Background: an optimization exercise with open tools, aiming at small area, a short achievable clock period and few clock cycles per item. Do not read the settings as production practice. RTL that was checked went through simulation tests only; none was proved equivalent to the original. The RTL of runs 1 to 4 was laid out without a check of its function. In runs 4 and 5 the design's own scripts or RTL, not TritonCTS, make the clock network. The clock port is modelled as an ideal driver, which makes a skipped or thinned clock tree look cheaper than it is; a real chip needs a root buffer or a tree. Power is estimated from default activity; no workload was simulated.

**design/flow/design.v**
```verilog
module mac(input [7:0] a, input [9:1] t, input [3:0] s1, input [3:0] s2,
           input [3:0] s3, input clr,
           input [17:0] acc_s, input [17:0] acc_c,
           output [17:0] ns, output [17:0] nc);
  wire p0_0, p0_1, p0_2, p0_3, p0_4, p0_5, p0_6, p0_7, p0_8, p0_9, p1_0, p1_1, p1_2, p1_3, p1_4, p1_5, p1_6, p1_7, p1_8, p1_9, p2_0, p2_1, p2_2, p2_3, p2_4, p2_5, p2_6, p2_7, p2_8, p2_9, p3_0, p3_1, p3_2, p3_3, p3_4, p3_5, p3_6, p3_7, p3_8, p3_9, q0, q1, q2, q3, q4, q5, q6, q7, q8, q9, q10, q11, q12, q13, q14, q15, q16, q17, r0, r1, r2, r3, r4, r5, r6, r7, r8, r9, r10, r11, r12, r13, r14, r15, r16, r17, x1, y1, x2, y2, x3, y3, x4, y4, x5, y5, x6, y6, x7, y7, x8, y8, x9, y9, x10, y10, x11, y11, x12, y12, x13, y13, x14, y14, x15, y15, x16, y16, x17, y17, x18, y18, x19, y19, x20, y20, x21, y21, x22, y22, x23, y23, x24, y24, x25, y25, x26, y26, x27, y27, x28, y28, x29, y29, x30, y30, x31, y31, x32, y32, x33, y33, x34, y34, x35, y35, x36, y36, x37, y37, x38, y38, x39, y39, x40, y40, x41, y41, x42, y42, x43, y43, x44, y44, x45, y45, x46, y46, x47, y47, x48, y48;
  assign p0_0 = (s1[0] & a[0]) | (s3[0] & a[0]);
  assign p0_1 = (s1[0] & a[1]) | (s2[0] & a[0]) | (s3[0] & t[1]);
  assign p0_2 = (s1[0] & a[2]) | (s2[0] & a[1]) | (s3[0] & t[2]);
  assign p0_3 = (s1[0] & a[3]) | (s2[0] & a[2]) | (s3[0] & t[3]);
  assign p0_4 = (s1[0] & a[4]) | (s2[0] & a[3]) | (s3[0] & t[4]);
  assign p0_5 = (s1[0] & a[5]) | (s2[0] & a[4]) | (s3[0] & t[5]);
  assign p0_6 = (s1[0] & a[6]) | (s2[0] & a[5]) | (s3[0] & t[6]);
  assign p0_7 = (s1[0] & a[7]) | (s2[0] & a[6]) | (s3[0] & t[7]);
  assign p0_8 = (s2[0] & a[7]) | (s3[0] & t[8]);
  assign p0_9 = (s3[0] & t[9]);
  assign p1_0 = (s1[1] & a[0]) | (s3[1] & a[0]);
  assign p1_1 = (s1[1] & a[1]) | (s2[1] & a[0]) | (s3[1] & t[1]);
  assign p1_2 = (s1[1] & a[2]) | (s2[1] & a[1]) | (s3[1] & t[2]);
  assign p1_3 = (s1[1] & a[3]) | (s2[1] & a[2]) | (s3[1] & t[3]);
  assign p1_4 = (s1[1] & a[4]) | (s2[1] & a[3]) | (s3[1] & t[4]);
  assign p1_5 = (s1[1] & a[5]) | (s2[1] & a[4]) | (s3[1] & t[5]);
  assign p1_6 = (s1[1] & a[6]) | (s2[1] & a[5]) | (s3[1] & t[6]);
  assign p1_7 = (s1[1] & a[7]) | (s2[1] & a[6]) | (s3[1] & t[7]);
  assign p1_8 = (s2[1] & a[7]) | (s3[1] & t[8]);
  assign p1_9 = (s3[1] & t[9]);
  assign p2_0 = (s1[2] & a[0]) | (s3[2] & a[0]);
  assign p2_1 = (s1[2] & a[1]) | (s2[2] & a[0]) | (s3[2] & t[1]);
  assign p2_2 = (s1[2] & a[2]) | (s2[2] & a[1]) | (s3[2] & t[2]);
  assign p2_3 = (s1[2] & a[3]) | (s2[2] & a[2]) | (s3[2] & t[3]);
  assign p2_4 = (s1[2] & a[4]) | (s2[2] & a[3]) | (s3[2] & t[4]);
  assign p2_5 = (s1[2] & a[5]) | (s2[2] & a[4]) | (s3[2] & t[5]);
  assign p2_6 = (s1[2] & a[6]) | (s2[2] & a[5]) | (s3[2] & t[6]);
  assign p2_7 = (s1[2] & a[7]) | (s2[2] & a[6]) | (s3[2] & t[7]);
  assign p2_8 = (s2[2] & a[7]) | (s3[2] & t[8]);
  assign p2_9 = (s3[2] & t[9]);
  assign p3_0 = (s1[3] & a[0]) | (s3[3] & a[0]);
  assign p3_1 = (s1[3] & a[1]) | (s2[3] & a[0]) | (s3[3] & t[1]);
  assign p3_2 = (s1[3] & a[2]) | (s2[3] & a[1]) | (s3[3] & t[2]);
  assign p3_3 = (s1[3] & a[3]) | (s2[3] & a[2]) | (s3[3] & t[3]);
  assign p3_4 = (s1[3] & a[4]) | (s2[3] & a[3]) | (s3[3] & t[4]);
  assign p3_5 = (s1[3] & a[5]) | (s2[3] & a[4]) | (s3[3] & t[5]);
  assign p3_6 = (s1[3] & a[6]) | (s2[3] & a[5]) | (s3[3] & t[6]);
  assign p3_7 = (s1[3] & a[7]) | (s2[3] & a[6]) | (s3[3] & t[7]);
  assign p3_8 = (s2[3] & a[7]) | (s3[3] & t[8]);
  assign p3_9 = (s3[3] & t[9]);
  assign q0 = acc_s[0] & ~clr;
  assign q1 = acc_s[1] & ~clr;
  assign q2 = acc_s[2] & ~clr;
  assign q3 = acc_s[3] & ~clr;
  assign q4 = acc_s[4] & ~clr;
  assign q5 = acc_s[5] & ~clr;
  assign q6 = acc_s[6] & ~clr;
  assign q7 = acc_s[7] & ~clr;
  assign q8 = acc_s[8] & ~clr;
  assign q9 = acc_s[9] & ~clr;
  assign q10 = acc_s[10] & ~clr;
  assign q11 = acc_s[11] & ~clr;
  assign q12 = acc_s[12] & ~clr;
  assign q13 = acc_s[13] & ~clr;
  assign q14 = acc_s[14] & ~clr;
  assign q15 = acc_s[15] & ~clr;
  assign q16 = acc_s[16] & ~clr;
  assign q17 = acc_s[17] & ~clr;
  assign r0 = acc_c[0] & ~clr;
  assign r1 = acc_c[1] & ~clr;
  assign r2 = acc_c[2] & ~clr;
  assign r3 = acc_c[3] & ~clr;
  assign r4 = acc_c[4] & ~clr;
  assign r5 = acc_c[5] & ~clr;
  assign r6 = acc_c[6] & ~clr;
  assign r7 = acc_c[7] & ~clr;
  assign r8 = acc_c[8] & ~clr;
  assign r9 = acc_c[9] & ~clr;
  assign r10 = acc_c[10] & ~clr;
  assign r11 = acc_c[11] & ~clr;
  assign r12 = acc_c[12] & ~clr;
  assign r13 = acc_c[13] & ~clr;
  assign r14 = acc_c[14] & ~clr;
  assign r15 = acc_c[15] & ~clr;
  assign r16 = acc_c[16] & ~clr;
  assign r17 = acc_c[17] & ~clr;
  ha u1(.a(p0_4), .b(p1_2), .s(x1), .co(y1));
  fa u2(.a(p0_5), .b(p1_3), .c(p2_1), .s(x2), .co(y2));
  fa u3(.a(p0_6), .b(p1_4), .c(p2_2), .s(x3), .co(y3));
  ha u4(.a(p3_0), .b(q6), .s(x4), .co(y4));
  fa u5(.a(p0_7), .b(p1_5), .c(p2_3), .s(x5), .co(y5));
  fa u6(.a(p3_1), .b(q7), .c(r7), .s(x6), .co(y6));
  fa u7(.a(p0_8), .b(p1_6), .c(p2_4), .s(x7), .co(y7));
  fa u8(.a(p3_2), .b(q8), .c(r8), .s(x8), .co(y8));
  fa u9(.a(p0_9), .b(p1_7), .c(p2_5), .s(x9), .co(y9));
  fa u10(.a(p3_3), .b(q9), .c(r9), .s(x10), .co(y10));
  fa u11(.a(p1_8), .b(p2_6), .c(p3_4), .s(x11), .co(y11));
  ha u12(.a(q10), .b(r10), .s(x12), .co(y12));
  fa u13(.a(p1_9), .b(p2_7), .c(p3_5), .s(x13), .co(y13));
  ha u14(.a(q11), .b(r11), .s(x14), .co(y14));
  fa u15(.a(p2_8), .b(p3_6), .c(q12), .s(x15), .co(y15));
  ha u16(.a(p2_9), .b(p3_7), .s(x16), .co(y16));
  ha u17(.a(p0_2), .b(p1_0), .s(x17), .co(y17));
  fa u18(.a(p0_3), .b(p1_1), .c(q3), .s(x18), .co(y18));
  fa u19(.a(p2_0), .b(q4), .c(r4), .s(x19), .co(y19));
  fa u20(.a(q5), .b(r5), .c(y1), .s(x20), .co(y20));
  fa u21(.a(r6), .b(y2), .c(x4), .s(x21), .co(y21));
  fa u22(.a(y4), .b(y3), .c(x5), .s(x22), .co(y22));
  fa u23(.a(y5), .b(x7), .c(y6), .s(x23), .co(y23));
  fa u24(.a(y7), .b(x9), .c(y8), .s(x24), .co(y24));
  fa u25(.a(y9), .b(x12), .c(x11), .s(x25), .co(y25));
  fa u26(.a(y12), .b(y11), .c(x14), .s(x26), .co(y26));
  fa u27(.a(r12), .b(y14), .c(y13), .s(x27), .co(y27));
  fa u28(.a(q13), .b(r13), .c(x16), .s(x28), .co(y28));
  fa u29(.a(p3_8), .b(q14), .c(r14), .s(x29), .co(y29));
  ha u30(.a(p3_9), .b(q15), .s(x30), .co(y30));
  ha u31(.a(p0_0), .b(q0), .s(x31), .co(y31));
  fa u32(.a(p0_1), .b(q1), .c(r1), .s(x32), .co(y32));
  fa u33(.a(q2), .b(r2), .c(x17), .s(x33), .co(y33));
  fa u34(.a(r3), .b(y17), .c(x18), .s(x34), .co(y34));
  fa u35(.a(x1), .b(y18), .c(x19), .s(x35), .co(y35));
  fa u36(.a(x2), .b(y19), .c(x20), .s(x36), .co(y36));
  fa u37(.a(x3), .b(y20), .c(x21), .s(x37), .co(y37));
  fa u38(.a(x6), .b(y21), .c(x22), .s(x38), .co(y38));
  fa u39(.a(x8), .b(y22), .c(x23), .s(x39), .co(y39));
  fa u40(.a(x10), .b(y23), .c(x24), .s(x40), .co(y40));
  fa u41(.a(y10), .b(y24), .c(x25), .s(x41), .co(y41));
  fa u42(.a(x13), .b(y25), .c(x26), .s(x42), .co(y42));
  fa u43(.a(x15), .b(y26), .c(x27), .s(x43), .co(y43));
  fa u44(.a(y15), .b(x28), .c(y27), .s(x44), .co(y44));
  fa u45(.a(y16), .b(x29), .c(y28), .s(x45), .co(y45));
  fa u46(.a(r15), .b(x30), .c(y29), .s(x46), .co(y46));
  fa u47(.a(q16), .b(r16), .c(y30), .s(x47), .co(y47));
  ha u48(.a(q17), .b(r17), .s(x48), .co(y48));
  assign ns[0] = x31;
  assign nc[0] = r0;
  assign ns[1] = x32;
  assign nc[1] = y31;
  assign ns[2] = x33;
  assign nc[2] = y32;
  assign ns[3] = x34;
  assign nc[3] = y33;
  assign ns[4] = x35;
  assign nc[4] = y34;
  assign ns[5] = x36;
  assign nc[5] = y35;
  assign ns[6] = x37;
  assign nc[6] = y36;
  assign ns[7] = x38;
  assign nc[7] = y37;
  assign ns[8] = x39;
  assign nc[8] = y38;
  assign ns[9] = x40;
  assign nc[9] = y39;
  assign ns[10] = x41;
  assign nc[10] = y40;
  assign ns[11] = x42;
  assign nc[11] = y41;
  assign ns[12] = x43;
  assign nc[12] = y42;
  assign ns[13] = x44;
  assign nc[13] = y43;
  assign ns[14] = x45;
  assign nc[14] = y44;
  assign ns[15] = x46;
  assign nc[15] = y45;
  assign ns[16] = x47;
  assign nc[16] = y46;
  assign ns[17] = x48;
  assign nc[17] = y47;
endmodule
module fa(input a, input b, input c, output s, output co);
  assign s = a ^ b ^ c;
  assign co = (a & b) | (a & c) | (b & c);
endmodule
module ha(input a, input b, output s, output co);
  assign s = a ^ b;
  assign co = a & b;
endmodule
`timescale 1ns / 1ps
module toplv_matmul(input st, rst, clk, input [7:0] data_in,
                    output done, output [7:0] dataout);
  reg [2:0] h;
  reg [1:0] j, k;
  reg       run;       
  reg       armed;     
  always @(posedge clk or posedge rst) begin
    if (rst) begin
      h <= 3'd0; j <= 2'd0; k <= 2'd0;
      run <= 1'b0;
      armed <= 1'b0;
    end else if (run) begin
      if (h == 3'd5 && j == 2'd1 && k == 2'd1) begin
        run <= 1'b0;
      end
      if (k == 2'd2) begin
        k <= 2'd0;
        if (j == 2'd2) begin
          j <= 2'd0;
          h <= h + 3'd1;
        end else begin
          j <= j + 2'd1;
        end
      end else begin
        k <= k + 2'd1;
      end
    end else if (armed) begin
      if (!st) begin
        h <= 3'd0; j <= 2'd1; k <= 2'd0;
        run <= 1'b1;
        armed <= 1'b0;
      end
    end else if (st) begin
      armed <= 1'b1;
    end
  end
  reg [7:0] ra [0:8];
  reg [7:0] rb [0:8];
  wire early = (j == 2'd0) || (j == 2'd1 && k == 2'd0);
  wire lda = !run || h == 3'd0 || (h == 3'd1 && early);      
  wire ldb = !run || h <= 3'd1 || (h == 3'd2 && early);      
  integer q;
  always @(posedge clk) begin
    ra[0] <= lda ? data_in : ra[8];
    rb[0] <= ldb ? data_in : rb[8];
    for (q = 1; q < 9; q = q + 1) begin
      ra[q] <= ra[q-1];
      rb[q] <= rb[q-1];
    end
  end
  reg [4:0] pb, pb_n;      
  reg [2:0] qa, qa_n;      
  always @(*) begin
    case ({j, k})
      4'd0: pb_n = 5'b00010;
      4'd1: pb_n = 5'b00001;
      4'd2: pb_n = 5'b01000;
      4'd4: pb_n = 5'b00100;
      4'd5: pb_n = 5'b00010;
      4'd6: pb_n = 5'b10000;
      4'd8: pb_n = 5'b01000;
      4'd9: pb_n = 5'b00100;
      4'd10: pb_n = 5'b00100;
      default: pb_n = 5'b00000;
    endcase
    case ({h, j, k})
      7'd0: qa_n = 3'b001;
      7'd1: qa_n = 3'b001;
      7'd2: qa_n = 3'b010;
      7'd4: qa_n = 3'b010;
      7'd5: qa_n = 3'b010;
      7'd6: qa_n = 3'b100;
      7'd8: qa_n = 3'b100;
      7'd9: qa_n = 3'b100;
      7'd10: qa_n = 3'b100;
      7'd16: qa_n = 3'b100;
      7'd17: qa_n = 3'b100;
      7'd18: qa_n = 3'b001;
      7'd20: qa_n = 3'b001;
      7'd21: qa_n = 3'b001;
      7'd22: qa_n = 3'b010;
      7'd24: qa_n = 3'b010;
      7'd25: qa_n = 3'b010;
      7'd26: qa_n = 3'b010;
      7'd32: qa_n = 3'b010;
      7'd33: qa_n = 3'b010;
      7'd34: qa_n = 3'b100;
      7'd36: qa_n = 3'b100;
      7'd37: qa_n = 3'b100;
      7'd38: qa_n = 3'b001;
      7'd40: qa_n = 3'b001;
      7'd41: qa_n = 3'b001;
      7'd42: qa_n = 3'b001;
      7'd48: qa_n = 3'b001;
      7'd49: qa_n = 3'b001;
      7'd50: qa_n = 3'b010;
      7'd52: qa_n = 3'b010;
      7'd53: qa_n = 3'b010;
      7'd54: qa_n = 3'b100;
      7'd56: qa_n = 3'b100;
      7'd57: qa_n = 3'b100;
      7'd58: qa_n = 3'b100;
      7'd64: qa_n = 3'b100;
      7'd65: qa_n = 3'b100;
      7'd66: qa_n = 3'b001;
      7'd68: qa_n = 3'b001;
      7'd69: qa_n = 3'b001;
      7'd70: qa_n = 3'b010;
      7'd72: qa_n = 3'b010;
      7'd73: qa_n = 3'b010;
      7'd74: qa_n = 3'b010;
      7'd80: qa_n = 3'b010;
      7'd81: qa_n = 3'b010;
      7'd82: qa_n = 3'b100;
      7'd84: qa_n = 3'b100;
      7'd85: qa_n = 3'b100;
      7'd86: qa_n = 3'b001;
      7'd88: qa_n = 3'b001;
      7'd89: qa_n = 3'b001;
      7'd90: qa_n = 3'b001;
      default: qa_n = 3'b000;
    endcase
  end
  always @(posedge clk) begin
    pb <= pb_n;
    qa <= qa_n;
  end
  reg  [7:0]  opa;         
  reg  [9:1]  opt;         
  reg  [3:0]  s1, s2, s3;  
  reg         first;       
  reg         first_o;     
  reg  [17:0] acc_s;
  reg  [17:0] acc_c;    
  reg  [17:0] outr;
  reg         done_r;
  wire [17:0] ns;
  wire [17:0] nc;
  wire [7:0] asel = ({8{qa[0]}} & ra[1]) | ({8{qa[1]}} & ra[4]) | ({8{qa[2]}} & ra[7]);
  wire [7:0] bsel = ({8{pb[0]}} & rb[0]) | ({8{pb[1]}} & rb[2]) | ({8{pb[2]}} & rb[4]) |
                    ({8{pb[3]}} & rb[6]) | ({8{pb[4]}} & rb[8]);
  wire [9:0] asel3 = {2'b0, asel} + {1'b0, asel, 1'b0};
  mac u_mac(.a(opa), .t(opt), .s1(s1), .s2(s2), .s3(s3), .clr(first), .acc_s(acc_s), .acc_c(acc_c),
            .ns(ns), .nc(nc));
  always @(posedge clk) begin
    opa <= asel;
    opt <= asel3[9:1];
    for (q = 0; q < 4; q = q + 1) begin
      s1[q] <= (bsel[2*q +: 2] == 2'd1);
      s2[q] <= (bsel[2*q +: 2] == 2'd2);
      s3[q] <= (bsel[2*q +: 2] == 2'd3);
    end
    first <= (k == 2'd0);
    first_o <= (k == 2'd0) && run;    
    acc_s <= ns;
    acc_c <= nc;
    outr <= first_o ? (acc_s + {acc_c[17], acc_c[16], acc_c[15], acc_c[14], acc_c[13], acc_c[12], acc_c[11], acc_c[10], acc_c[9], acc_c[8], acc_c[7], acc_c[6], acc_c[5], acc_c[4], acc_c[3], acc_c[2], acc_c[1], acc_c[0]}) : {8'd0, outr[17:8]};
    done_r <= run && h == 3'd2 && j == 2'd1 && k == 2'd0;      
  end
  assign done = done_r;
  assign dataout = outr[7:0];
endmodule
```
**design/flow/flow/run.sh**
```bash
#!/bin/bash
set -euo pipefail
cd "$(dirname "$0")/.."
source flow/knobs.sh
bash standard.sh > flow_make.log 2>&1
```
**design/flow/flow/knobs.sh**
```bash
export SETUP_SLACK_MARGIN=7.0
export BUFFER_PORTS_ARGS="-buffer_cell sky130_fd_sc_hd__buf_2"
export CTS_ARGS="-sink_clustering_enable -repair_clock_nets -dont_use_dummy_load -buf_list sky130_fd_sc_hd__clkbuf_8 -sink_clustering_size 20 -sink_clustering_max_diameter 60"
```
**design/flow/standard.sh**
```bash
#!/bin/bash
# synth_recipe.tcl (not shown) runs the flow's synth.tcl, then flattens the netlist and writes it again
# the make line also repeats each setting of config.mk as NAME=value (left out here)
make -C /OpenROAD-flow-scripts/flow DESIGN_CONFIG=/design/flow/config.mk WORK_HOME=/design/flow/orfs CLKGATE_MAP_FILE= SYNTH_SCRIPT=/design/flow/synth_recipe.tcl "${@:-finish}"
```
**design/flow/config.mk**
```make
export PLATFORM = sky130hd
export DESIGN_NAME = toplv_matmul
export DESIGN_NICKNAME = toplv_matmul
export VERILOG_FILES = /design/flow/design.v
export SDC_FILE = /design/flow/constraint.sdc
export NUM_CORES = 4
export LEC_CHECK = 0
export CAP_MARGIN = 20
export CORE_MARGIN = 2
export CORE_UTILIZATION = 60
export CTS_BUF_LIST = sky130_fd_sc_hd__clkbuf_8
export CTS_CLUSTER_DIAMETER = 60
export CTS_CLUSTER_SIZE = 18
export SLEW_MARGIN = 20
export SYNTH_HIERARCHICAL = 1
export SYNTH_MINIMUM_KEEP_SIZE = 0
```
**design/flow/constraint.sdc**
```tcl
create_clock -name core_clock -period 10.0 [get_ports {clk}]
set_input_delay 2.0000 -clock core_clock [delete_from_list [all_inputs] [get_ports {clk}]]
set_output_delay 2.0000 -clock core_clock [all_outputs]
set_load 0.01 [all_outputs]
```
==> notes.md, run 1 <==
Die W between 100 and 150 um; global route total overflow 0; Critical Path Max Stage Delay ~0.33 ns; clock group share of total power between 10% and 20%; top cell type's share of synthesized area between 40% and 50%; Synth area leader dfxtp_1; largest family of logic cells by synthesized area adder cells; Setup crit end kind output pin; number of I/O pins 20; pin count of the biggest net entering global routing 37; Setup Buffers After CTS 0; unrepaired setup endpoints after global routing no; Die Area between 15000 and 20000 sq um; sequential fraction of design power about half; Worst path top cell family by delay flip-flops; mapped cell area between 9000 and 10000 sq um; max-cap violations 0; skew final 0.0499 ns; Worst setup SP type flop; first-pass GRT wire length about 27 mm; Pwr per Cell Area 361 nW/um^2; Routability Congestion approximately 0.84; # diodes 0; Slew HR a little under 50%; 1st-iter DRT viols 400; Sink Count 247; Final Instance Count excl. Fillers about 1000; Final Hold Viols 0; CP max FO 1; Syn Nets 917; total power between 3 and 4 mW; cell area after placement roughly 9400 sq um; Final Critical Period about 3 ns; switching share of power a little under two fifths; Pins Over Slew Limit 0; slew at the pin with the worst max-slew slack 0.767 ns; Async SR Flop Fraction 3.64%; CTS max path bufs 3; hpwl dp between 10 and 15 mm; die height roughly 130 um; Gate Count Post-Synth between 800 and 900; Compound-Gate Fraction of Synth Area between 10% and 20%; syn_area_per_cell 11.7 sq um; Switch Pwr between 1 and 1.5 mW; Post-Synth Simple-Gate Area around 8.4%; Tcrit/Tclk final 29.3%; total number of vias between 5000 and 6000; drt total wl around 17 mm; CP Buf/Inv Count 1; Pleak between 4 and 5 nW; worst vdd ir 0.195 mV; # rows between 40 and 50; overall routing resource usage about 20%; Worst Setup Path Type flop to output pin; first drt pass iteration count 6; Hold Crit Class flop to flop; placed cell count 973; sequential area share after synthesis between 50% and 60%; final setup TNS 0 ns; Worst Path Required 8.00 ns; internal power roughly 2.2 mW; clock buffer count from CTS 18; synthesized flop and latch total between 200 and 250; Comb power frac between 30% and 40%; vias in the first global route around 5600; status finished clean; synth unique cells just under 60; vias per cell around 5.5; most common flop cell mapped by yosys dfxtp_1; Buffers on Ports 19; Place WS 6.99 ns; adder-cell share of the synthesized area roughly 14%; mux cell area share after synthesis ~3.8%; EDFF count, synth 0; Critical Path Slowest Stage Cell dfxtp_2; CP cell instances buf_6; Post-DRT Antenna Nets 0; post-synthesis xor/xnor area fraction between 1.5 and 2%; Final WS setup approximately 7.1 ns; Worst-path clk slew ~0.11 ns; commonest non-fill, non-tap cell in the layout dfxtp_1; Max Fclk around 0.34 GHz; Initial Util 61.1%; layout cell share with drive strength beyond 1 around a tenth; root buffer cell clkbuf_8; Remaining DRCs 0; CTS tree done; number of setup violations in the final report 0; CP Data Arrival Time approximately 0.93 ns; Synth Warn # 9; Design Area, Final 9680 sq um; synth-to-layout area growth 0.546%; core area about 16000 sq um; Max H-tree Level 1; commonest non-fill, non-tap cells in the layout 237 x dfxtp_1, 63 x inv_1, 50 x nor2b_1, 45 x ha_1, 44 x a222oi_1; clock latency (worst-skew pair) 0.50 ns; wire length per cell 16.8 um; Final #Nets 874; initial antenna violation count 0; synth top area cells dfxtp_1 49%, fa_1 8.5%, ha_1 5.8%
==> cells by family (layout without fill, tap and decap cells) <==
logic type,after synthesis,count (layout)
AND/OR/NAND/NOR,152,152
flip-flops,247,247
buffers and inverters,146,101
XOR/XNOR,17,17
AO/OA/AOI/OAI,139,139
adder cells (fa/ha/maj),86,86
multiplexers,33,33
==> power groups by stage <==
stage | registers (mW) | logic [mW] | clock network, mW
after floorplan | 1.59 | 1.43 | 0
after global placement | 1.77 | 1.26 | 0
after detailed placement | 1.79 | 1.29 | 0
after CTS | 1.77 | 1.30 | 0.458
after global routing | 1.83 | 1.47 | 0.495
final | 1.77 | 1.28 | 0.440
==> per-layer routing <==
layer	routed length [um]	share of wire [%]	global-route usage [%]	up-vias
met3	645	3.9	3.01	38
met2	8340	50	36.0	134
li1	-	-	-	2650
met5	0	0	0	-
met1	7270	44	26.0	2632
met4	424	2.5	6.57	0
==> per-module statistics from Yosys (local to each module, per instance) <==
| module | cells | area [sq um] | times used |
|---|---|---|---|
| fa | 1 | 20.0 | 39 |
| toplv_matmul | 609 | 7590 | 1 |
| mac | 163 | 1150 | 1 |
| ha | 1 | 12.5 | 9 |
==> synth_stat cells, types with 7 or more instances <==
cell type / count
dfxtp_1: 238
inv_1: 63
nor2b_1: 50
ha_1: 45
a222oi_1: 44
buf_4: 44
fa_1: 41
nand2_1: 34
mux2_2: 26
nor2_1: 25
a21oi_1: 23
o21ai_0: 18
clkbuf_1: 14
nand2b_1: 13
buf_2: 12
buf_6: 11
dfrtp_1: 9
xnor2_1: 9
a221oi_1: 8
xor2_1: 8
and2_1: 7
mux2i_1: 7
==> cell type report <==
| cell class | instances | area [sq um] |
|---|---|---|
| clock buffers | 18 | 248 |
| flip-flops and latches | 247 | 4990 |
| multi-input cells | 427 | 3830 |
| fillers | 1311 | 6090 |
| well taps | 216 | 270 |
| inverters | 63 | 236 |
| repair buffers | 20 | 109 |
==> worst register-to-register path, cell delays in order, from the launching register on <==
cell and delay (ns):
dfxtp_1 0.41, a222oi_1 0.58, inv_1 0.17, ha_1 0.32, a21o_1 0.17, a21oi_1 0.22, o21ai_0 0.17, o41ai_1 0.34
xnor2_1 0.16
==> path summary, 6_finish.rpt <==
path,start,slack (ns),cells after the start,to
worst min-delay path,rb[3][0],0.29,0,rb[4][0]
min in group asynchronous,rst,1.44,2,j[1]
worst max-delay path,outr[0],7.07,1,dataout[0]
max in group asynchronous,rst,8.32,2,h[1]
worst min register to register,rb[3][0],0.29,0,rb[4][0]
worst max register to register,qa[0],7.40,8,opt[8]
==> through the flow <==
| stage | hold WS (ns) | utilization [%] |
|---|---|---|
| 6_report | 0.294 | 61.4 |
| 5_1_grt | 0.296 | 61.4 |
| 4_1_cts | 0.290 | 61.4 |
| 3_5_place_dp | 0.312 | 59.8 |
| 3_3_place_gp | 0.310 | 59.8 |
| 2_1_floorplan | 0.310 | - |
==> sequential cells by signal (all words and copies together), names as in the netlist, 2 cells and up <==
signal and cells:
rb 72, s1 4, qa 3, acc_s 18
pb 5, acc_c 18, ra 72, opa 8
k 2, opt 9, outr 18, s2 4
s3 4, h 3, j 2
==> repair_timing <==
| item | CTS | global route |
|---|---|---|
| resized for setup | 0 | 2 |
| hold buffers | 0 | 0 |
| setup endpoints to repair | 0 | 1 |
==> inputs of run 2 (changes only) <==
==> design/flow/flow/knobs.sh (replaced) <==
# settings for how the layout is made (see run.sh)
export SETUP_SLACK_MARGIN=7.0
export BUFFER_PORTS_ARGS="-buffer_cell sky130_fd_sc_hd__buf_2"
export PRE_CTS_TCL="$PWD/flow/manual_cts.tcl"
export MANUAL_CTS_NLEAF=14
export MANUAL_CTS_LEAF=sky130_fd_sc_hd__clkbuf_16
==> design/flow/flow/manual_cts.tcl (new file) <==
# A clock tree of two buffer levels. The flip-flops are grouped into NLEAF
# clusters by k-means on their placed locations, each driven by a leaf
# buffer (clkbuf_8) at its centre; the leaf buffers are grouped the same way into
# NTOP clusters, each driven by a clkbuf_16 that the clock port drives.
# Every flip-flop is thus two equal buffers from the port. Run as the CTS
# step's PRE hook; clock_tree_synthesis is then skipped.
set nleaf 14
set ntop 4
if { [info exists ::env(MANUAL_CTS_NLEAF)] } { set nleaf $::env(MANUAL_CTS_NLEAF) }
set block [ord::get_db_block]
set db [ord::get_db]
set clk_net [$block findNet clk]
set top_master [$db findMaster sky130_fd_sc_hd__clkbuf_16]
set leaf_master [$db findMaster sky130_fd_sc_hd__clkbuf_8]
if { [info exists ::env(MANUAL_CTS_LEAF)] } { set leaf_master [$db findMaster $::env(MANUAL_CTS_LEAF)] }

# pts: list of {item x y}; returns {centres assignment}
proc mcts_kmeans { pts nk } {
  set n [llength $pts]
  set sorted [lsort -real -index 1 $pts]
  set cents {}
  for {set k 0} {$k < $nk} {incr k} {
    set s [lindex $sorted [expr {int(($k + 0.5) * $n / $nk)}]]
    lappend cents [list [lindex $s 1] [lindex $s 2]]
  }
  # balance: a cluster's distance grows with its size beyond n/nk
  set cap [expr {double($n) / $nk}]
  for {set iter 0} {$iter < 60} {incr iter} {
    set sumx [lrepeat $nk 0.0]; set sumy [lrepeat $nk 0.0]; set cnt [lrepeat $nk 0]
    set assign {}
    foreach s $pts {
      set best -1; set bd 1e30
      for {set k 0} {$k < $nk} {incr k} {
        set c [lindex $cents $k]
        set d [expr {abs([lindex $s 1] - [lindex $c 0]) + abs([lindex $s 2] - [lindex $c 1])}]
        set d [expr {$d * (1.0 + 0.5 * max(0.0, [lindex $cnt $k] - $cap) / $cap)}]
        if {$d < $bd} { set bd $d; set best $k }
      }
      lappend assign $best
      lset sumx $best [expr {[lindex $sumx $best] + [lindex $s 1]}]
      lset sumy $best [expr {[lindex $sumy $best] + [lindex $s 2]}]
      lset cnt $best [expr {[lindex $cnt $best] + 1}]
    }
    for {set k 0} {$k < $nk} {incr k} {
      if {[lindex $cnt $k] > 0} {
        lset cents $k [list [expr {[lindex $sumx $k] / [lindex $cnt $k]}] [expr {[lindex $sumy $k] / [lindex $cnt $k]}]]
      }
    }
  }
  return [list $cents $assign $cnt]
}

proc mcts_buffer { name master cx cy in_net } {
  global block
  set inst [odb::dbInst_create $block $master $name]
  set w [$master getWidth]; set h [$master getHeight]
  $inst setLocation [expr {int($cx - $w / 2)}] [expr {int($cy - $h / 2)}]
  $inst setPlacementStatus PLACED
  set net [odb::dbNet_create $block "${name}_net"]
  $net setSigType CLOCK
  [$inst findITerm A] connect $in_net
  [$inst findITerm X] connect $net
  return [list $inst $net]
}

set sinks {}
foreach it [$clk_net getITerms] {
  set inst [$it getInst]
  set loc [$inst getLocation]
  set m [$inst getMaster]
  lappend sinks [list $it [expr {[lindex $loc 0] + [$m getWidth] / 2.0}] [expr {[lindex $loc 1] + [$m getHeight] / 2.0}]]
}
puts "manual_cts: [llength $sinks] sinks, $nleaf leaf buffers, $ntop top buffers"
lassign [mcts_kmeans $sinks $nleaf] lcents lassign lcnt
set leaves {}
for {set k 0} {$k < $nleaf} {incr k} {
  lappend leaves [list $k {*}[lindex $lcents $k]]
}
lassign [mcts_kmeans $leaves $ntop] tcents tassign tcnt
for {set t 0} {$t < $ntop} {incr t} {
  lassign [mcts_buffer "clkbuf_top_$t" $top_master {*}[lindex $tcents $t] $clk_net] tinst tnet($t)
}
for {set k 0} {$k < $nleaf} {incr k} {
  set t [lindex $tassign $k]
  lassign [mcts_buffer "clkbuf_leaf_$k" $leaf_master {*}[lindex $lcents $k] $tnet($t)] linst lnet($k)
}
foreach s $sinks k $lassign {
  set it [lindex $s 0]
  $it disconnect
  $it connect $lnet($k)
}
puts "manual_cts: leaf sizes $lcnt, top sizes $tcnt"
proc clock_tree_synthesis { args } {
  puts "manual_cts: clock_tree_synthesis skipped; manual_cts.tcl built the clock tree"
}
==> run 2 against run 1 <==
Compared with the run above: synthesized cell count is the same; the run now fails in clock tree synthesis (4_1_cts); area after synthesis is the same.
==> notes.md, run 2 <==
status aborted with a tool error; stopping stage clock tree synthesis (4_1_cts); Error Error: cts.tcl, 6 can't read "block": no such variable; synth top area cells dfxtp_1 49%, fa_1 8.5%, ha_1 5.8%; EDFF count, synth 0 (unchanged); Initial Util 61.1% (unchanged); top-count cell post-synth dfxtp_1; placed cell count 973 (unchanged); synth unique cells 59 (unchanged); Buffers on Ports 19 (unchanged); Synth Warn # 9 (unchanged); Gate Count Post-Synth 820 (unchanged); Syn Nets 917 (unchanged); # rows 46 (unchanged); number of I/O pins 20 (unchanged); synthesized flop and latch total 247 (unchanged); Synth area leader dfxtp_1; die height 131 um (unchanged); most common flop cell mapped by yosys dfxtp_1; Routability Congestion 0.836 (unchanged); cell area after placement 9430 sq um (unchanged); sequential area share after synthesis 51.8% (unchanged); top cell type's share of synthesized area 49.5% (unchanged); hpwl dp 12.3 mm (unchanged); Die W 131 um (unchanged); synth cell count leaders 238 x dfxtp_1, 63 x inv_1, 50 x nor2b_1, 45 x ha_1; Async SR Flop Fraction 3.64% (unchanged); mapped cell area 9630 sq um (unchanged); syn_area_per_cell 11.7 sq um (unchanged)
[run 2: cell counts after synthesis]
Identical to the previous run, type by type.
[run 2: modules after synthesis (local to each module, per instance)]
module | flip-flops and latches | cells inside | cell area [sq um]
mac | 0 | 163 | 1150
toplv_matmul | 247 | 609 | 7590
ha | 0 | 1 | 12.5
fa | 0 | 1 | 20.0
[run 2: stage by stage]
step	power [mW]	setup slack, ns
after detailed placement	3.07	6.99
after floorplan	3.02	7.19
after global placement	3.03	7.03
[run 2: worst max-delay path by stage]
| stage | startpoint | endpoint | slack, ns |
|---|---|---|---|
| after floorplan | st | h[0] | 7.19 |
| after global placement | st | h[0] | 7.03 |
| after detailed placement | st | h[0] | 6.99 |
[run 2: power by group through the flow]
stage          clock (mW)  combinational, mW  sequential [mW]
3_3_place_gp            0               1.26             1.77
3_5_place_dp            0               1.29             1.79
2_1_floorplan           0               1.43             1.59
[run 2: cell families after synthesis]
| family | after synthesis | synth area share, % |
|---|---|---|
| simple gates | 152 | 8.44 |
| xor+xnor | 17 | 1.55 |
| fa+ha+maj | 86 | 14.4 |
| buf+inv | 146 | 8.43 |
| flops | 247 | 51.8 |
| compound gates | 139 | 11.6 |
| mux | 33 | 3.77 |
==> inputs of run 3 (changes only) <==
--- a/design/flow/design.v
+++ b/design/flow/design.v
@@ -5,82 +5,82 @@
   wire p0_0, p0_1, p0_2, p0_3, p0_4, p0_5, p0_6, p0_7, p0_8, p0_9, p1_0, p1_1, p1_2, p1_3, p1_4, p1_5, p1_6, p1_7, p1_8, p1_9, p2_0, p2_1, p2_2, p2_3, p2_4, p2_5, p2_6, p2_7, p2_8, p2_9, p3_0, p3_1, p3_2, p3_3, p3_4, p3_5, p3_6, p3_7, p3_8, p3_9, q0, q1, q2, q3, q4, q5, q6, q7, q8, q9, q10, q11, q12, q13, q14, q15, q16, q17, r0, r1, r2, r3, r4, r5, r6, r7, r8, r9, r10, r11, r12, r13, r14, r15, r16, r17, x1, y1, x2, y2, x3, y3, x4, y4, x5, y5, x6, y6, x7, y7, x8, y8, x9, y9, x10, y10, x11, y11, x12, y12, x13, y13, x14, y14, x15, y15, x16, y16, x17, y17, x18, y18, x19, y19, x20, y20, x21, y21, x22, y22, x23, y23, x24, y24, x25, y25, x26, y26, x27, y27, x28, y28, x29, y29, x30, y30, x31, y31, x32, y32, x33, y33, x34, y34, x35, y35, x36, y36, x37, y37, x38, y38, x39, y39, x40, y40, x41, y41, x42, y42, x43, y43, x44, y44, x45, y45, x46, y46, x47, y47, x48, y48;
-  assign p0_0 = (s1[0] & a[0]) | (s3[0] & a[0]);
-  assign p0_1 = (s1[0] & a[1]) | (s2[0] & a[0]) | (s3[0] & t[1]);
-  assign p0_2 = (s1[0] & a[2]) | (s2[0] & a[1]) | (s3[0] & t[2]);
-  assign p0_3 = (s1[0] & a[3]) | (s2[0] & a[2]) | (s3[0] & t[3]);
-  assign p0_4 = (s1[0] & a[4]) | (s2[0] & a[3]) | (s3[0] & t[4]);
-  assign p0_5 = (s1[0] & a[5]) | (s2[0] & a[4]) | (s3[0] & t[5]);
-  assign p0_6 = (s1[0] & a[6]) | (s2[0] & a[5]) | (s3[0] & t[6]);
-  assign p0_7 = (s1[0] & a[7]) | (s2[0] & a[6]) | (s3[0] & t[7]);
-  assign p0_8 = (s2[0] & a[7]) | (s3[0] & t[8]);
-  assign p0_9 = (s3[0] & t[9]);
-  assign p1_0 = (s1[1] & a[0]) | (s3[1] & a[0]);
-  assign p1_1 = (s1[1] & a[1]) | (s2[1] & a[0]) | (s3[1] & t[1]);
-  assign p1_2 = (s1[1] & a[2]) | (s2[1] & a[1]) | (s3[1] & t[2]);
-  assign p1_3 = (s1[1] & a[3]) | (s2[1] & a[2]) | (s3[1] & t[3]);
-  assign p1_4 = (s1[1] & a[4]) | (s2[1] & a[3]) | (s3[1] & t[4]);
-  assign p1_5 = (s1[1] & a[5]) | (s2[1] & a[4]) | (s3[1] & t[5]);
-  assign p1_6 = (s1[1] & a[6]) | (s2[1] & a[5]) | (s3[1] & t[6]);
-  assign p1_7 = (s1[1] & a[7]) | (s2[1] & a[6]) | (s3[1] & t[7]);
-  assign p1_8 = (s2[1] & a[7]) | (s3[1] & t[8]);
-  assign p1_9 = (s3[1] & t[9]);
-  assign p2_0 = (s1[2] & a[0]) | (s3[2] & a[0]);
-  assign p2_1 = (s1[2] & a[1]) | (s2[2] & a[0]) | (s3[2] & t[1]);
-  assign p2_2 = (s1[2] & a[2]) | (s2[2] & a[1]) | (s3[2] & t[2]);
-  assign p2_3 = (s1[2] & a[3]) | (s2[2] & a[2]) | (s3[2] & t[3]);
-  assign p2_4 = (s1[2] & a[4]) | (s2[2] & a[3]) | (s3[2] & t[4]);
-  assign p2_5 = (s1[2] & a[5]) | (s2[2] & a[4]) | (s3[2] & t[5]);
-  assign p2_6 = (s1[2] & a[6]) | (s2[2] & a[5]) | (s3[2] & t[6]);
-  assign p2_7 = (s1[2] & a[7]) | (s2[2] & a[6]) | (s3[2] & t[7]);
-  assign p2_8 = (s2[2] & a[7]) | (s3[2] & t[8]);
-  assign p2_9 = (s3[2] & t[9]);
-  assign p3_0 = (s1[3] & a[0]) | (s3[3] & a[0]);
-  assign p3_1 = (s1[3] & a[1]) | (s2[3] & a[0]) | (s3[3] & t[1]);
-  assign p3_2 = (s1[3] & a[2]) | (s2[3] & a[1]) | (s3[3] & t[2]);
-  assign p3_3 = (s1[3] & a[3]) | (s2[3] & a[2]) | (s3[3] & t[3]);
-  assign p3_4 = (s1[3] & a[4]) | (s2[3] & a[3]) | (s3[3] & t[4]);
-  assign p3_5 = (s1[3] & a[5]) | (s2[3] & a[4]) | (s3[3] & t[5]);
-  assign p3_6 = (s1[3] & a[6]) | (s2[3] & a[5]) | (s3[3] & t[6]);
-  assign p3_7 = (s1[3] & a[7]) | (s2[3] & a[6]) | (s3[3] & t[7]);
-  assign p3_8 = (s2[3] & a[7]) | (s3[3] & t[8]);
-  assign p3_9 = (s3[3] & t[9]);
-  assign q0 = acc_s[0] & ~clr;
-  assign q1 = acc_s[1] & ~clr;
-  assign q2 = acc_s[2] & ~clr;
-  assign q3 = acc_s[3] & ~clr;
-  assign q4 = acc_s[4] & ~clr;
-  assign q5 = acc_s[5] & ~clr;
-  assign q6 = acc_s[6] & ~clr;
-  assign q7 = acc_s[7] & ~clr;
-  assign q8 = acc_s[8] & ~clr;
-  assign q9 = acc_s[9] & ~clr;
-  assign q10 = acc_s[10] & ~clr;
-  assign q11 = acc_s[11] & ~clr;
-  assign q12 = acc_s[12] & ~clr;
-  assign q13 = acc_s[13] & ~clr;
-  assign q14 = acc_s[14] & ~clr;
-  assign q15 = acc_s[15] & ~clr;
-  assign q16 = acc_s[16] & ~clr;
-  assign q17 = acc_s[17] & ~clr;
-  assign r0 = acc_c[0] & ~clr;
-  assign r1 = acc_c[1] & ~clr;
-  assign r2 = acc_c[2] & ~clr;
-  assign r3 = acc_c[3] & ~clr;
-  assign r4 = acc_c[4] & ~clr;
-  assign r5 = acc_c[5] & ~clr;
-  assign r6 = acc_c[6] & ~clr;
-  assign r7 = acc_c[7] & ~clr;
-  assign r8 = acc_c[8] & ~clr;
-  assign r9 = acc_c[9] & ~clr;
-  assign r10 = acc_c[10] & ~clr;
-  assign r11 = acc_c[11] & ~clr;
-  assign r12 = acc_c[12] & ~clr;
-  assign r13 = acc_c[13] & ~clr;
-  assign r14 = acc_c[14] & ~clr;
-  assign r15 = acc_c[15] & ~clr;
-  assign r16 = acc_c[16] & ~clr;
-  assign r17 = acc_c[17] & ~clr;
-  ha u1(.a(p0_4), .b(p1_2), .s(x1), .co(y1));
+  assign p0_0 = ~((s1[0] & a[0]) | (s3[0] & a[0]));
+  assign p0_1 = ~((s1[0] & a[1]) | (s2[0] & a[0]) | (s3[0] & t[1]));
+  assign p0_2 = ~((s1[0] & a[2]) | (s2[0] & a[1]) | (s3[0] & t[2]));
+  assign p0_3 = ~((s1[0] & a[3]) | (s2[0] & a[2]) | (s3[0] & t[3]));
+  assign p0_4 = ~((s1[0] & a[4]) | (s2[0] & a[3]) | (s3[0] & t[4]));
+  assign p0_5 = ~((s1[0] & a[5]) | (s2[0] & a[4]) | (s3[0] & t[5]));
+  assign p0_6 = ~((s1[0] & a[6]) | (s2[0] & a[5]) | (s3[0] & t[6]));
+  assign p0_7 = ~((s1[0] & a[7]) | (s2[0] & a[6]) | (s3[0] & t[7]));
+  assign p0_8 = ~((s2[0] & a[7]) | (s3[0] & t[8]));
+  assign p0_9 = ~((s3[0] & t[9]));
+  assign p1_0 = ~((s1[1] & a[0]) | (s3[1] & a[0]));
+  assign p1_1 = ~((s1[1] & a[1]) | (s2[1] & a[0]) | (s3[1] & t[1]));
+  assign p1_2 = ~((s1[1] & a[2]) | (s2[1] & a[1]) | (s3[1] & t[2]));
+  assign p1_3 = ~((s1[1] & a[3]) | (s2[1] & a[2]) | (s3[1] & t[3]));
+  assign p1_4 = ~((s1[1] & a[4]) | (s2[1] & a[3]) | (s3[1] & t[4]));
+  assign p1_5 = ~((s1[1] & a[5]) | (s2[1] & a[4]) | (s3[1] & t[5]));
+  assign p1_6 = ~((s1[1] & a[6]) | (s2[1] & a[5]) | (s3[1] & t[6]));
+  assign p1_7 = ~((s1[1] & a[7]) | (s2[1] & a[6]) | (s3[1] & t[7]));
+  assign p1_8 = ~((s2[1] & a[7]) | (s3[1] & t[8]));
+  assign p1_9 = ~((s3[1] & t[9]));
+  assign p2_0 = ~((s1[2] & a[0]) | (s3[2] & a[0]));
+  assign p2_1 = ~((s1[2] & a[1]) | (s2[2] & a[0]) | (s3[2] & t[1]));
+  assign p2_2 = ~((s1[2] & a[2]) | (s2[2] & a[1]) | (s3[2] & t[2]));
+  assign p2_3 = ~((s1[2] & a[3]) | (s2[2] & a[2]) | (s3[2] & t[3]));
+  assign p2_4 = ~((s1[2] & a[4]) | (s2[2] & a[3]) | (s3[2] & t[4]));
+  assign p2_5 = ~((s1[2] & a[5]) | (s2[2] & a[4]) | (s3[2] & t[5]));
+  assign p2_6 = ~((s1[2] & a[6]) | (s2[2] & a[5]) | (s3[2] & t[6]));
+  assign p2_7 = ~((s1[2] & a[7]) | (s2[2] & a[6]) | (s3[2] & t[7]));
+  assign p2_8 = ~((s2[2] & a[7]) | (s3[2] & t[8]));
+  assign p2_9 = ~((s3[2] & t[9]));
+  assign p3_0 = ~((s1[3] & a[0]) | (s3[3] & a[0]));
+  assign p3_1 = ~((s1[3] & a[1]) | (s2[3] & a[0]) | (s3[3] & t[1]));
+  assign p3_2 = ~((s1[3] & a[2]) | (s2[3] & a[1]) | (s3[3] & t[2]));
+  assign p3_3 = ~((s1[3] & a[3]) | (s2[3] & a[2]) | (s3[3] & t[3]));
+  assign p3_4 = ~((s1[3] & a[4]) | (s2[3] & a[3]) | (s3[3] & t[4]));
+  assign p3_5 = ~((s1[3] & a[5]) | (s2[3] & a[4]) | (s3[3] & t[5]));
+  assign p3_6 = ~((s1[3] & a[6]) | (s2[3] & a[5]) | (s3[3] & t[6]));
+  assign p3_7 = ~((s1[3] & a[7]) | (s2[3] & a[6]) | (s3[3] & t[7]));
+  assign p3_8 = ~((s2[3] & a[7]) | (s3[3] & t[8]));
+  assign p3_9 = ~((s3[3] & t[9]));
+  assign q0 = acc_s[0] | clr;
+  assign q1 = acc_s[1] | clr;
+  assign q2 = acc_s[2] | clr;
+  assign q3 = acc_s[3] | clr;
+  assign q4 = acc_s[4] | clr;
+  assign q5 = acc_s[5] | clr;
+  assign q6 = acc_s[6] | clr;
+  assign q7 = acc_s[7] | clr;
+  assign q8 = acc_s[8] | clr;
+  assign q9 = acc_s[9] | clr;
+  assign q10 = acc_s[10] | clr;
+  assign q11 = acc_s[11] | clr;
+  assign q12 = acc_s[12] | clr;
+  assign q13 = acc_s[13] | clr;
+  assign q14 = acc_s[14] | clr;
+  assign q15 = acc_s[15] | clr;
+  assign q16 = acc_s[16] | clr;
+  assign q17 = acc_s[17] | clr;
+  assign r0 = acc_c[0] | clr;
+  assign r1 = acc_c[1] | clr;
+  assign r2 = acc_c[2] | clr;
+  assign r3 = acc_c[3] | clr;
+  assign r4 = acc_c[4] | clr;
+  assign r5 = acc_c[5] | clr;
+  assign r6 = acc_c[6] | clr;
+  assign r7 = acc_c[7] | clr;
+  assign r8 = acc_c[8] | clr;
+  assign r9 = acc_c[9] | clr;
+  assign r10 = acc_c[10] | clr;
+  assign r11 = acc_c[11] | clr;
+  assign r12 = acc_c[12] | clr;
+  assign r13 = acc_c[13] | clr;
+  assign r14 = acc_c[14] | clr;
+  assign r15 = acc_c[15] | clr;
+  assign r16 = acc_c[16] | clr;
+  assign r17 = acc_c[17] | clr;
+  hai u1(.a(p0_4), .b(p1_2), .s(x1), .co(y1));
   fa u2(.a(p0_5), .b(p1_3), .c(p2_1), .s(x2), .co(y2));
   fa u3(.a(p0_6), .b(p1_4), .c(p2_2), .s(x3), .co(y3));
-  ha u4(.a(p3_0), .b(q6), .s(x4), .co(y4));
+  hai u4(.a(p3_0), .b(q6), .s(x4), .co(y4));
   fa u5(.a(p0_7), .b(p1_5), .c(p2_3), .s(x5), .co(y5));
@@ -92,8 +92,8 @@
   fa u11(.a(p1_8), .b(p2_6), .c(p3_4), .s(x11), .co(y11));
-  ha u12(.a(q10), .b(r10), .s(x12), .co(y12));
+  hai u12(.a(q10), .b(r10), .s(x12), .co(y12));
   fa u13(.a(p1_9), .b(p2_7), .c(p3_5), .s(x13), .co(y13));
-  ha u14(.a(q11), .b(r11), .s(x14), .co(y14));
+  hai u14(.a(q11), .b(r11), .s(x14), .co(y14));
   fa u15(.a(p2_8), .b(p3_6), .c(q12), .s(x15), .co(y15));
-  ha u16(.a(p2_9), .b(p3_7), .s(x16), .co(y16));
-  ha u17(.a(p0_2), .b(p1_0), .s(x17), .co(y17));
+  hai u16(.a(p2_9), .b(p3_7), .s(x16), .co(y16));
+  hai u17(.a(p0_2), .b(p1_0), .s(x17), .co(y17));
   fa u18(.a(p0_3), .b(p1_1), .c(q3), .s(x18), .co(y18));
@@ -110,4 +110,4 @@
   fa u29(.a(p3_8), .b(q14), .c(r14), .s(x29), .co(y29));
-  ha u30(.a(p3_9), .b(q15), .s(x30), .co(y30));
-  ha u31(.a(p0_0), .b(q0), .s(x31), .co(y31));
+  hai u30(.a(p3_9), .b(q15), .s(x30), .co(y30));
+  hai u31(.a(p0_0), .b(q0), .s(x31), .co(y31));
   fa u32(.a(p0_1), .b(q1), .c(r1), .s(x32), .co(y32));
@@ -128,3 +128,3 @@
   fa u47(.a(q16), .b(r16), .c(y30), .s(x47), .co(y47));
-  ha u48(.a(q17), .b(r17), .s(x48), .co(y48));
+  hai u48(.a(q17), .b(r17), .s(x48), .co(y48));
   assign ns[0] = x31;
@@ -170,5 +170,5 @@
 endmodule
-module ha(input a, input b, output s, output co);
-  assign s = a ^ b;
-  assign co = a & b;
+module hai(input a, input b, output s, output co);
+  assign s = ~(a ^ b);
+  assign co = a | b;
 endmodule
@@ -307,3 +307,3 @@
   reg         first_o;     
-  reg  [17:0] acc_s;
+  reg  [17:0] acc_s;       
   reg  [17:0] acc_c;    
@@ -331,3 +331,3 @@
     acc_c <= nc;
-    outr <= first_o ? (acc_s + {acc_c[17], acc_c[16], acc_c[15], acc_c[14], acc_c[13], acc_c[12], acc_c[11], acc_c[10], acc_c[9], acc_c[8], acc_c[7], acc_c[6], acc_c[5], acc_c[4], acc_c[3], acc_c[2], acc_c[1], acc_c[0]}) : {8'd0, outr[17:8]};
+    outr <= first_o ? (~acc_s + {~acc_c[17], ~acc_c[16], ~acc_c[15], ~acc_c[14], ~acc_c[13], ~acc_c[12], ~acc_c[11], ~acc_c[10], ~acc_c[9], ~acc_c[8], ~acc_c[7], ~acc_c[6], ~acc_c[5], ~acc_c[4], ~acc_c[3], ~acc_c[2], ~acc_c[1], ~acc_c[0]}) : {8'd0, outr[17:8]};
     done_r <= run && h == 3'd2 && j == 2'd1 && k == 2'd0;      
==> run 3 against run 2 <==
Compared with the run above: the flow again stops in clock tree synthesis (4_1_cts); synthesized cell count rose by 3.0%; area after synthesis fell by 0.35%.
==> notes.md, run 3 <==
Buffers on Ports 19 (unchanged); Error Error: cts.tcl, 6 can't read "block": no such variable; Routability Congestion 0.848 (+1.4%); # rows 46 (unchanged); Syn Nets 940 (+2.5%); number of I/O pins 20 (unchanged); status aborted with a tool error; hpwl dp 12.5 mm (+1.3%); Initial Util 60.9% (-0.21 points); Die W 130 um (-0.17%); stopping stage clock tree synthesis (4_1_cts); Synth Warn # 9 (unchanged); Gate Count Post-Synth 845 (+3.0%); cell area after placement 9400 sq um (-0.27%); mapped cell area 9600 sq um (-0.35%); die height 130 um (-0.17%); Place WS 6.98 ns (-0.00295 ns); syn_area_per_cell 11.4 sq um (-3.3%)
[run 3: power groups by stage]
stage          sequential [mW]  clock [mW]  combinational [mW]
2_1_floorplan             1.61           0                1.36
3_5_place_dp              1.80           0                1.24
3_3_place_gp              1.79           0                1.19
[run 3: worst min path at each step]
stage	end	depth (start not counted)	startpoint
global placement	ra[6][6]	0	ra[5][6]
floorplan	ra[1][0]	0	ra[0][0]
detailed placement	ra[1][2]	0	ra[0][2]
[run 3: through the flow]
stage	std cells	utilization (%)
floorplan	845	-
global placement	1001	59.6
detailed placement	1001	59.6
==> inputs of run 4 (changes only) <==
--- a/design/flow/flow/manual_cts.tcl
+++ b/design/flow/flow/manual_cts.tcl
@@ -9,3 +9,4 @@
 if { [info exists ::env(MANUAL_CTS_NLEAF)] } { set nleaf $::env(MANUAL_CTS_NLEAF) }
-set block [ord::get_db_block]
+set ::mcts_block [ord::get_db_block]
+set block $::mcts_block
 set db [ord::get_db]
@@ -53,4 +54,4 @@
 proc mcts_buffer { name master cx cy in_net } {
-  global block
-  set inst [odb::dbInst_create $block $master $name]
+
+  set inst [odb::dbInst_create $::mcts_block $master $name]
   set w [$master getWidth]; set h [$master getHeight]
@@ -58,3 +59,3 @@
   $inst setPlacementStatus PLACED
-  set net [odb::dbNet_create $block "${name}_net"]
+  set net [odb::dbNet_create $::mcts_block "${name}_net"]
   $net setSigType CLOCK
==> run 4 against run 3 <==
Compared with the run above: the run now finishes clean; synthesized cell count stayed put; area after synthesis unchanged.
==> notes.md, run 4 <==
global route total overflow 0; mapped cell area 9600 sq um (unchanged); Setup crit end kind flop; vias per cell 5.42; Design Area, Final a little under 10000 sq um; number of setup violations in the final report 0; sequential fraction of design power around 50%; top sig layer met4; hpwl dp 12.5 mm (unchanged); multi-input logic area 3670 sq um; clock group share of total power roughly 17%; Util after Layout between 60% and 70%; Worst Setup Path Type flop to flop; Pins Over Slew Limit 0; total number of vias 5529; worst vdd ir about 0.23 mV; switching share of power between 30% and 40%; # diodes 0; Synth Warn # 9 (unchanged); Tcrit/Tclk final a little over a quarter; CP Data Arrival Time between 2 and 3 ns; biggest registers after layout ra: 72 flops, rb: 72 flops; synth-to-layout area growth 2.86%; Worst-path clk slew about 0.080 ns; Hold Buf Count CTS 0; die height 130 um (unchanged); Final Hold Viols 0; Pleak 4.37 nW; vias in the first global route ~5500; placed cell count 1001 (unchanged); Remaining DRCs 0; skew final 0.0298 ns; commonest non-fill, non-tap cell in the layout dfxtp_1; total power 3.62 mW; Max Fclk 0.365 GHz; first drt pass iteration count 8; number of I/O pins 20 (unchanged); drt total wl 16.6 mm; # rows 46 (unchanged); Syn Nets 940 (unchanged); slew at the pin with the worst max-slew slack 1.06 ns; Die Area ~17000 sq um; syn_area_per_cell 11.4 sq um (unchanged); Hold Crit Class flop to flop; Gate Count Post-Synth 845 (unchanged); initial antenna violation count 0; wire length per cell around 16 um; CP max FO 8; clock latency (worst-skew pair) approximately 0.3 ns; Die W 130 um (unchanged); commonest non-fill, non-tap cells in the layout 238 x dfxtp_1, 101 x inv_1, 43 x a222oi_1, 43 x ha_1, 41 x fa_1; Worst setup SP type flop; status finished clean; pin count of the biggest net entering global routing 37; Worst Path Required a little over 10 ns; WL met2 about 8.3 mm; fillcell total ~1300; Buffers on Ports 19 (unchanged); Post-DRT Antenna Nets 0; internal power about 2.4 mW; Final Critical Period 2.74 ns; overall routing resource usage approximately a fifth; Final #Nets 902; met3 WL approximately 700 um; Place WS 6.98 ns (unchanged); first-pass GRT wire length roughly 27 mm; Comb power frac between 30 and 40%; Routability Congestion 0.848 (unchanged); cell area after placement 9400 sq um (unchanged); layout cell share with drive strength beyond 1 around 9%; worst hold slack approximately 0.31 ns; unrepaired setup endpoints after global routing no; 1st-iter DRT viols a little over 500; Switch Pwr approximately 1.3 mW; Final Instance Count excl. Fillers just over 1000; Final WS setup 7.26 ns; Slew HR between 20 and 30%; M1 WL 7.17 mm; Pwr per Cell Area between 300 and 400 nW/um^2; Initial Util 60.9% (unchanged); final setup TNS 0 ns; max-cap violations 0; Register Area roughly 5000 sq um; core area approximately 16000 sq um
## run 4: path summary, 6_finish.rpt
kind                                  to  slack, ns  cells after the start  startpoint
worst max-delay path              opt[7]       7.26                     11       qa[1]
worst min-delay path            rb[4][1]       0.31                      0    rb[3][1]
worst max register to register    opt[7]       7.26                     11       qa[1]
worst min register to register  rb[4][1]       0.31                      0    rb[3][1]
max in group asynchronous           k[1]       8.09                      2         rst
min in group asynchronous           j[0]       1.66                      2         rst
## run 4: routing by layer
layer / track usage, % / vias to the layer above
met4: 4.94 / 0
li1: - / 2699
met2: 35.9 / 140
met1: 25.3 / 2667
met3: 1.91 / 23
met5: 0 / -
## run 4: cell type report
cell class              instances  share of cell area, %
inverters                     101                   3.84
multi-input cells             418                   37.2
plain buffers                  18                   4.56
repair buffers                 21                   1.12
flip-flops and latches        247                   50.6
well taps                     216                   2.74
## run 4: worst max-delay path, cell delays in order (launching register included)
cell and delay [ns]:
dfxtp_1 0.41, a222oi_1 0.62, inv_1 0.17, ha_1 0.26
inv_1 0.07, fa_1 0.19, inv_1 0.05, a21oi_1 0.26
a21oi_1 0.11, a21o_1 0.21, a21oi_2 0.17, xor2_1 0.15
## run 4: timing repair
action,4_1_cts,5_1_grt
pin swaps,0,1
buffers inserted,0,2
hold endpoints to repair,0,0
endpoints found under the setup margin,1,1
gates resized for setup,1,0
## run 4: power by group through the flow
stage          sequential, mW  clock, mW  combinational (mW)
6_report                 1.79      0.598                1.23
5_1_grt                  1.85      0.650                1.41
4_1_cts                  1.81      0.505                1.25
3_5_place_dp             1.80          0                1.24
3_3_place_gp             1.79          0                1.19
2_1_floorplan            1.61          0                1.36
==> inputs of run 5 (changes only) <==
--- a/design/flow/design.v
+++ b/design/flow/design.v
@@ -331,3 +331,3 @@
     acc_c <= nc;
-    outr <= first_o ? (~acc_s + {~acc_c[17], ~acc_c[16], ~acc_c[15], ~acc_c[14], ~acc_c[13], ~acc_c[12], ~acc_c[11], ~acc_c[10], ~acc_c[9], ~acc_c[8], ~acc_c[7], ~acc_c[6], ~acc_c[5], ~acc_c[4], ~acc_c[3], ~acc_c[2], ~acc_c[1], ~acc_c[0]}) : {8'd0, outr[17:8]};
+    outr <= first_o ? (~(acc_s + {acc_c[17], acc_c[16], acc_c[15], acc_c[14], acc_c[13], acc_c[12], acc_c[11], acc_c[10], acc_c[9], acc_c[8], acc_c[7], acc_c[6], acc_c[5], acc_c[4], acc_c[3], acc_c[2], acc_c[1], acc_c[0]} + 18'd1)) : {8'd0, outr[17:8]};
     done_r <= run && h == 3'd2 && j == 2'd1 && k == 2'd0;      
==> design/flow/flow/knobs.sh (replaced) <==
# settings for how the layout is made (see run.sh)
export SETUP_SLACK_MARGIN=7.3
export BUFFER_PORTS_ARGS="-buffer_cell sky130_fd_sc_hd__buf_2"
export PRE_CTS_TCL="$PWD/flow/manual_cts.tcl"
export MANUAL_CTS_NLEAF=10
export MANUAL_CTS_LEAF=sky130_fd_sc_hd__clkbuf_16
==> run 5 against run 4 <==
Compared with the run above: still clean; critical path depth is 10 lower; clock power is 13% lower; global-route usage is 0.73 points higher; wire length is 0.79% lower; sequential cell count stayed put; largest power group unchanged.
==> notes.md, run 5 <==
Worst setup SP type flop; Final Instance Count excl. Fillers 979 (-4.1%); total number of vias 5406 (-2.2%); first-pass GRT wire length 27.9 mm (+4.1%); CP Buf/Inv Count 1 (-2); Final WS setup 7.25 ns (-0.0158 ns); CP Data Arrival Time 0.75 ns (-2.21 ns); skew final 0.0581 ns (+0.0283 ns); Pwr per Cell Area 389 nW/um^2 (+5.9%); Final Critical Period 2.75 ns (+0.0158 ns); global route total overflow 0 (unchanged); Critical Path Max Stage Delay 0.32 ns (-0.30 ns); Worst path top cell family by delay flip-flops; commonest non-fill, non-tap cell in the layout dfxtp_1; hold depth 0 (unchanged); unrepaired setup endpoints after global routing yes; clock group share of total power 13.7% (-2.8 points); Die W 130 um (-0.64%); Routability Congestion 0.828 (-2.3%); Syn Nets 906 (-3.6%); Setup crit end kind output pin; Slew HR 48.5% (+19 points); drt total wl 16.4 mm (-0.79%); cell area after placement 9310 sq um (-1.0%); number of setup violations in the final report 0 (unchanged); Buffers on Ports 19 (unchanged); GRT met3 Usage 1.61% (-0.30 points); Register Area 4990 sq um (+0.10%); Pleak 4.03 nW (-7.7%); GRT met1 Usage 27.5% (+2.2 points); Worst Path Required 8.00 ns (-2.22 ns); overall routing resource usage 20.4% (+0.73 points); switching share of power 36.2% (+1.2 points); mapped cell area 9470 sq um (-1.3%); Critical Path Slowest Stage Cell dfxtp_1; Gate Count Post-Synth 809 (-4.3%); vias in the first global route 5552 (+1.3%); max-cap violations 0 (unchanged); Place WS 7.13 ns (+0.148 ns); 1st-iter DRT viols 412 (-20%); Tcrit/Tclk final 27.5% (+0.16 points); number of I/O pins 20 (unchanged); Synth Warn # 9 (unchanged); Hold Crit Class flop to flop; Final Hold Viols 0 (unchanged); M2 GR Usage 37.4% (+1.5 points); clock latency (worst-skew pair) 0.32 ns (+0.02 ns); first drt pass iteration count 7 (-1); Design Area, Final 9720 sq um (-1.6%); Hold Buf Count CTS 0 (unchanged); slew at the pin with the worst max-slew slack 0.771 ns (-0.293 ns); # rows 45 (-2.2%); Post-DRT Antenna Nets 0 (unchanged); Die Area 16800 sq um (-1.3%); Comb power frac 37.6% (+3.6 points); layout cell share with drive strength beyond 1 10.3% (+1.1 points); Final #Nets 867 (-3.9%); biggest registers after layout ra: 72 flops, rb: 72 flops; initial antenna violation count 0 (unchanged); # diodes 0 (unchanged); Worst-path clk slew 0.10 ns (+0.02 ns); Switch Pwr 1.37 mW (+8.0%); syn_area_per_cell 11.7 sq um (+3.1%); core area 15300 sq um (-2.9%); fillcell total 1263 (-3.1%); pin count of the biggest net entering global routing 37 (unchanged); internal power 2.41 mW (+2.2%); placed cell count 961 (-4.0%); synth-to-layout area growth 2.58%; vias per cell 5.52 (+2.0%); FF-to-FF path depth 10 (-1); Most Used Layer, Global Route met2; die height 130 um (-0.64%); Max Fclk 0.363 GHz (-0.57%); CP max FO 1 (-7); Pins Over Slew Limit 0 (unchanged); hpwl dp 12.3 mm (-1.8%); final setup TNS 0 ns (unchanged); CP cell instances buf_2; wire length per cell 16.8 um (+3.5%); commonest non-fill, non-tap cells in the layout 234 x dfxtp_1, 66 x inv_1, 45 x ha_1, 43 x a222oi_1, 41 x fa_1; sequential fraction of design power 48.7% (-0.8 points); WP depth 1 (-10); Worst Setup Path Type flop to output pin; Remaining DRCs 0 (unchanged); worst vdd ir 0.215 mV (-7.8%); Initial Util 61.8% (+0.99 points); multi-input logic area 3720 sq um (+1.4%); status finished clean
==> run 5: changes by cell type in the layout (fill, tap and decap cells not counted), sizes merged, moves of 5 or more <==
cell / delta
inv: -35
nor2: +9
nand2: -7
a21oi: -6
mux2: -5
nand3: -5
==> run 5: repair_timing <==
action,CTS,global route
buffers inserted,2,2
endpoints found under the setup margin,2,25
pin swaps,2,2
resized for setup,1,8
==> run 5: power groups by stage <==
stage	clock network, mW	logic, mW	registers [mW]
2_1_floorplan	0	1.53	1.64
3_3_place_gp	0	1.37	1.83
3_5_place_dp	0	1.42	1.85
4_1_cts	0.425	1.43	1.86
5_1_grt	0.569	1.64	1.90
6_report	0.518	1.42	1.84
==> run 5: stage by stage <==
step / power (mW) / hold slack [ns] / utilization (%)
after CTS: 3.71 / 0.312 / 63.2
after detailed placement: 3.27 / 0.312 / 60.8
final: 3.77 / 0.315 / 63.4
after global placement: 3.20 / 0.310 / 60.8
after floorplan: 3.17 / 0.310 / -
after global routing: 4.10 / 0.316 / 63.4
==> run 5: final cells by class <==
class	instances	share of cell area, %
Inverter	66	2.55
Tap cell	211	2.72
Timing Repair Buffer	23	1.42
Sequential cell	247	51.4
Buffer	14	3.61
Multi-Input combinational cell	418	38.3
==> run 5: routing by layer <==
| layer | vias up | wire length [um] |
|---|---|---|
| met4 | 0 | 185 |
| met5 | - | 0 |
| met3 | 15 | 579 |
| met2 | 122 | 8340 |
| met1 | 2635 | 7340 |
| li1 | 2634 | - |
==> run 5: path summary, 6_finish.rpt <==
| check | from | endpoint | slack, ns |
|---|---|---|---|
| worst min-delay path | rb[1][0] | rb[2][0] | 0.31 |
| worst max register to register | acc_s[0] | outr[16] | 7.46 |
| worst min register to register | rb[1][0] | rb[2][0] | 0.31 |
| worst max-delay path | outr[2] | dataout[2] | 7.25 |
| max in group asynchronous | rst | h[2] | 8.07 |
| min in group asynchronous | rst | armed | 1.68 |
Testbench counts of run 5, summed over its fixed seeds: cycles 4,704, items 96.

## separate check: timing with driven ports
No port has a modelled driver above. Below, the same layouts with a new extraction and two added sets of constraints.
Step 1: set_driving_cell puts a clkbuf_16 on clk and a buf_2 on each other input, an assumption about the parent block.
Step 2 also shifts input and output timing later by t, the mid clock arrival at the registers, as if the neighbouring blocks saw the same clock.
a / b / c = ideal ports / drivers / drivers and shift; a / b = the first two.
run	t (ns)	setup slack, ns	worst register clock-pin slew, ns
run 1	0.517	7.070 / 7.033 / 7.008	0.11 / 0.11
run 4	0.370	7.262 / 7.184 / 7.030	0.08 / 0.08
run 5	0.374	7.246 / 7.160 / 7.171	0.11 / 0.11
After both steps every run listed still meets setup and hold. The setup slack of run 4, which loses most, moves by -0.078 ns with the drivers and by -0.232 ns with both steps.
